Background: an optimization exercise with open tools, aiming at small area. Do not read the settings as production practice.
Only simulation tests tie the RTL to the original design; equivalence was not proved.
No activity file was given, so power comes from the tool's default toggle rates.

==> flow/design.v (excerpt) <==
module level (
  input wire          clk,
  input wire          reset_i,
  output wire         sda_oe,
  output wire         sda_o,
  input  wire         sda_i,
  output wire         scl_oe,
  output wire         scl_o,
  input  wire         scl_i,
  output wire         error_led_o,
  output wire [8:0]   led_o
);
  wire        i2c_busy;
  wire        i2c_rxak;
  wire        i2c_arb_lost;
  wire        i2c_write_done;
  wire        i2c_data_out_valid;
  wire [4:0]  i2c_data_out;
  wire        i2c_req;
  wire        i2c_wr_phase;
  level_fsm level_inst (
    .clk_i (clk),
    .reset_i (~reset_i),
    .i2c_busy_i (i2c_busy),
    .i2c_rxak_i (i2c_rxak),
    .i2c_arb_lost_i (i2c_arb_lost),
    .i2c_write_done_i (i2c_write_done),
    .i2c_data_out_valid_i (i2c_data_out_valid),
    .i2c_data_out_i (i2c_data_out),
    .i2c_req_o (i2c_req),
    .i2c_wr_phase_o (i2c_wr_phase),
    .error_led_o (error_led_o),
    .led_o (led_o)
  );
  i2c_interface u_i2c_interface (
    .clk (clk),
  ...
For scale: ~18 I/O pins, roughly 0.0061 mm^2 of cells after synthesis.
clock: 20.0 ns
lec_check: 0
cap_margin: 20
core_margin: 2
core_utilization: 40
slew_margin: 20
run.sh (not shown) runs the stock make flow with config.mk's settings and CLKGATE_MAP_FILE= SYNTH_SCRIPT=/design/flow/synth_recipe.tcl, a recipe that flattens the netlist after the stock synthesis.
The starting point produced a clean layout.
Edit:
ABC_AREA = 1   (was not set)
CTS_BUF_LIST = sky130_fd_sc_hd__clkbuf_4   (was not set)
CTS_CLUSTER_DIAMETER = 60   (was not set)
CTS_CLUSTER_SIZE = 25   (was not set)
The new run produced a clean layout.
Die area barely changes.
Setup slack hardly moves.
Maximum frequency stays flat.
Sequential share of layout area came out higher by 0.57 points.
Routed wire length came out lower by 2.7%.
Global-route usage came out lower by 0.18 points.
Final area came out lower by 1.6%.
Total power came out lower by 22%.
Final cell count came out higher by 22%.

========
level again, from the RTL that the note above started with.
export LEC_CHECK = 0
export ABC_AREA = 1
export CAP_MARGIN = 20
export CORE_MARGIN = 2
export CORE_UTILIZATION = 40
export CTS_BUF_LIST = sky130_fd_sc_hd__clkbuf_8
export CTS_CLUSTER_DIAMETER = 150
export CTS_CLUSTER_SIZE = 60
export SLEW_MARGIN = 20
create_clock -name core_clock -period 20.0 [get_ports {clk}]
Change:
==> flow/flow/run.sh (new file) <==
#!/bin/bash
# Own layout flow: the standard ORFS flow (standard.sh), with
#  - synthesis mapping with an area-oriented ABC script (flow/abc_area.script:
#    fraig, dc2, dch and the &nf area-recovering mapper) in place of ORFS's
#    abc_area.script; the rest of the synthesis (registers included) is the
#    standard one,
#  - clock tree synthesis without dummy loads, with clkbuf_4 clusters,
#  - the port buffers made with buf_1.
# Each step's full output goes to a log file in this folder.
set -euo pipefail
W=$(pwd)
rm -rf "$W/scripts_abc"
cp -r "$FLOW_HOME/scripts" "$W/scripts_abc"
cp "$W/flow/abc_area.script" "$W/scripts_abc/abc_area.script"

bash standard.sh "SCRIPTS_DIR=$W/scripts_abc" synth > "$W/synth.log" 2>&1

CTS="-sink_clustering_enable -repair_clock_nets -dont_use_dummy_load"
CTS="$CTS -sink_clustering_size 25 -sink_clustering_max_diameter 60"
CTS="$CTS -buf_list sky130_fd_sc_hd__clkbuf_4"
bash standard.sh "CTS_ARGS=$CTS" "BUFFER_PORTS_ARGS=-buffer_cell sky130_fd_sc_hd__buf_1" finish > "$W/layout.log" 2>&1
==> flow/flow/abc_area.script (new file) <==
strash
&get -n
&fraig -x
&put
dc2
strash
&get -n
&dch -f
&nf -R 1000
&put
==> flow/standard.sh (new file) <==
#!/bin/bash
# synth_recipe.tcl (not shown) runs the flow's synth.tcl, then flattens the netlist and writes it again
# the make line also repeats each setting of config.mk as NAME=value (left out here)
make -C /OpenROAD-flow-scripts/flow DESIGN_CONFIG=/design/flow/config.mk WORK_HOME=/design/flow/orfs CLKGATE_MAP_FILE= SYNTH_SCRIPT=/design/flow/synth_recipe.tcl "${@:-finish}"
- CTS_BUF_LIST: sky130_fd_sc_hd__clkbuf_8 -> not set
- CTS_CLUSTER_DIAMETER: 150 -> not set
- CTS_CLUSTER_SIZE: 60 -> not set
removed: flow/run.sh
The changed run finished clean.
Sequential share of layout area rose by 5.8 points.
Clock skew rose by 0.021 ns.
Wire length fell by about 8%.
Synthesized cell count fell by about 24%.
Global-route usage rose by 0.28 points.
Count of clock-buffer cells in the layout fell by 5.

========
Another version of the RTL of level (not shown whole).
Size: about 630 cells after synthesis, about 18 I/O pins, about 5200 sq um of cells after synthesis.
export LEC_CHECK = 0
export ABC_AREA = 1
export CAP_MARGIN = 20
export CORE_MARGIN = 2
export CORE_UTILIZATION = 40
export SLEW_MARGIN = 20
create_clock -name core_clock -period 20.0 [get_ports {clk}]
standard.sh (not shown) runs the stock make flow with config.mk's settings and CLKGATE_MAP_FILE= SYNTH_SCRIPT=/design/flow/synth_recipe.tcl, a recipe that flattens the netlist after the stock synthesis.
==> flow/flow/run.sh <==
#!/bin/bash
# Own layout flow: the standard ORFS flow (standard.sh), with
#  - synthesis mapping with an area-oriented ABC script (flow/abc_area.script:
#    fraig, then three rounds of dch and the &nf area-recovering mapper) in
#    place of ORFS's abc_area.script; the rest of the synthesis (registers
#    included) is the standard one,
#  - clock tree synthesis without dummy loads, with clkbuf_4 clusters,
#  - the port buffers made with buf_1.
# Each step's full output goes to a log file in this folder.
set -euo pipefail
W=$(pwd)
rm -rf "$W/scripts_abc"
cp -r "$FLOW_HOME/scripts" "$W/scripts_abc"
cp "$W/flow/abc_area.script" "$W/scripts_abc/abc_area.script"

bash standard.sh "SCRIPTS_DIR=$W/scripts_abc" synth > "$W/synth.log" 2>&1

CTS="-sink_clustering_enable -repair_clock_nets -dont_use_dummy_load"
CTS="$CTS -sink_clustering_size 25 -sink_clustering_max_diameter 60"
CTS="$CTS -buf_list sky130_fd_sc_hd__clkbuf_4"
bash standard.sh "CTS_ARGS=$CTS" "BUFFER_PORTS_ARGS=-buffer_cell sky130_fd_sc_hd__buf_1" finish > "$W/layout.log" 2>&1
==> flow/flow/abc_area.script <==
strash
&get -n
&fraig -x
&put
dc2
strash
&get -n
&dch -f
&nf -R 1000
&put
strash
dc2
&get -n
&dch -f
&nf -R 1000
&put
strash
dc2
&get -n
&dch -f
&nf -R 1000
&put
strash
dc2
&get -n
&dch -f
&nf -R 1000
&put
strash
dc2
&get -n
&dch -f
&nf -R 1000
&put
strash
dc2
&get -n
&dch -f
&nf -R 1000
&put
The starting point passed the timing, design-rule and antenna checks.
Edit:
--- a/flow/flow/run.sh
+++ b/flow/flow/run.sh
@@ -3,3 +3,3 @@
 #  - synthesis mapping with an area-oriented ABC script (flow/abc_area.script:
-#    fraig, then three rounds of dch and the &nf area-recovering mapper) in
+#    fraig, then six rounds of dch and the &nf area-recovering mapper) in
 #    place of ORFS's abc_area.script; the rest of the synthesis (registers
Total power stays the same.
Final cell count does not change.
Area after synthesis stays the same.
Register-to-register slack barely changes.
Non-clock buffer count does not change.
Setup slack is unchanged.
Worst hold slack stays the same.
Clock skew is unchanged.

-- separate check: timing with driven ports --
No port has a modelled driver above. Below, the same layouts with a new extraction and two added sets of constraints.
Step 1 sets driving cells, clkbuf_16 on the clock port and buf_2 on the other inputs (assumed; they add their load-dependent delay and slew).
Step 2 also shifts input and output timing later by t, the mid clock arrival at the registers, as if the neighbouring blocks saw the same clock.
a / b / c = ideal / step 1 / step 2; a / b = the first two.
run | shift t [ns] | slack for setup (ns) | latest minus earliest clock arrival (ns) | slew at the worst register clock pin (ns) | worst data-port slew with drivers (ns)
the first run of note 1 | 0.460 | 13.950 / 13.907 / 14.366 | 0.010 / 0.011 | 0.06 / 0.06 | 0.03
the second run of note 1 | 0.579 | 13.951 / 13.911 / 14.224 | 0.014 / 0.014 | 0.11 / 0.11 | 0.03
the first run of note 2 | 0.470 | 14.070 / 14.033 / 14.216 | 0.008 / 0.008 | 0.07 / 0.07 | 0.03
the second run of note 2 | 0.532 | 14.283 / 14.248 / 14.112 | 0.029 / 0.029 | 0.11 / 0.11 | 0.03
the first run of note 3 | 0.518 | 14.330 / 14.299 / 14.372 | 0.048 / 0.049 | 0.11 / 0.11 | 0.03
the second run of note 3 | 0.518 | 14.330 / 14.299 / 14.372 | 0.048 / 0.049 | 0.11 / 0.11 | 0.03
After both steps setup and hold are still met in every run listed. The setup slack of the second run of note 2, which loses most, moves by -0.035 ns with the drivers and by -0.171 ns with both steps.
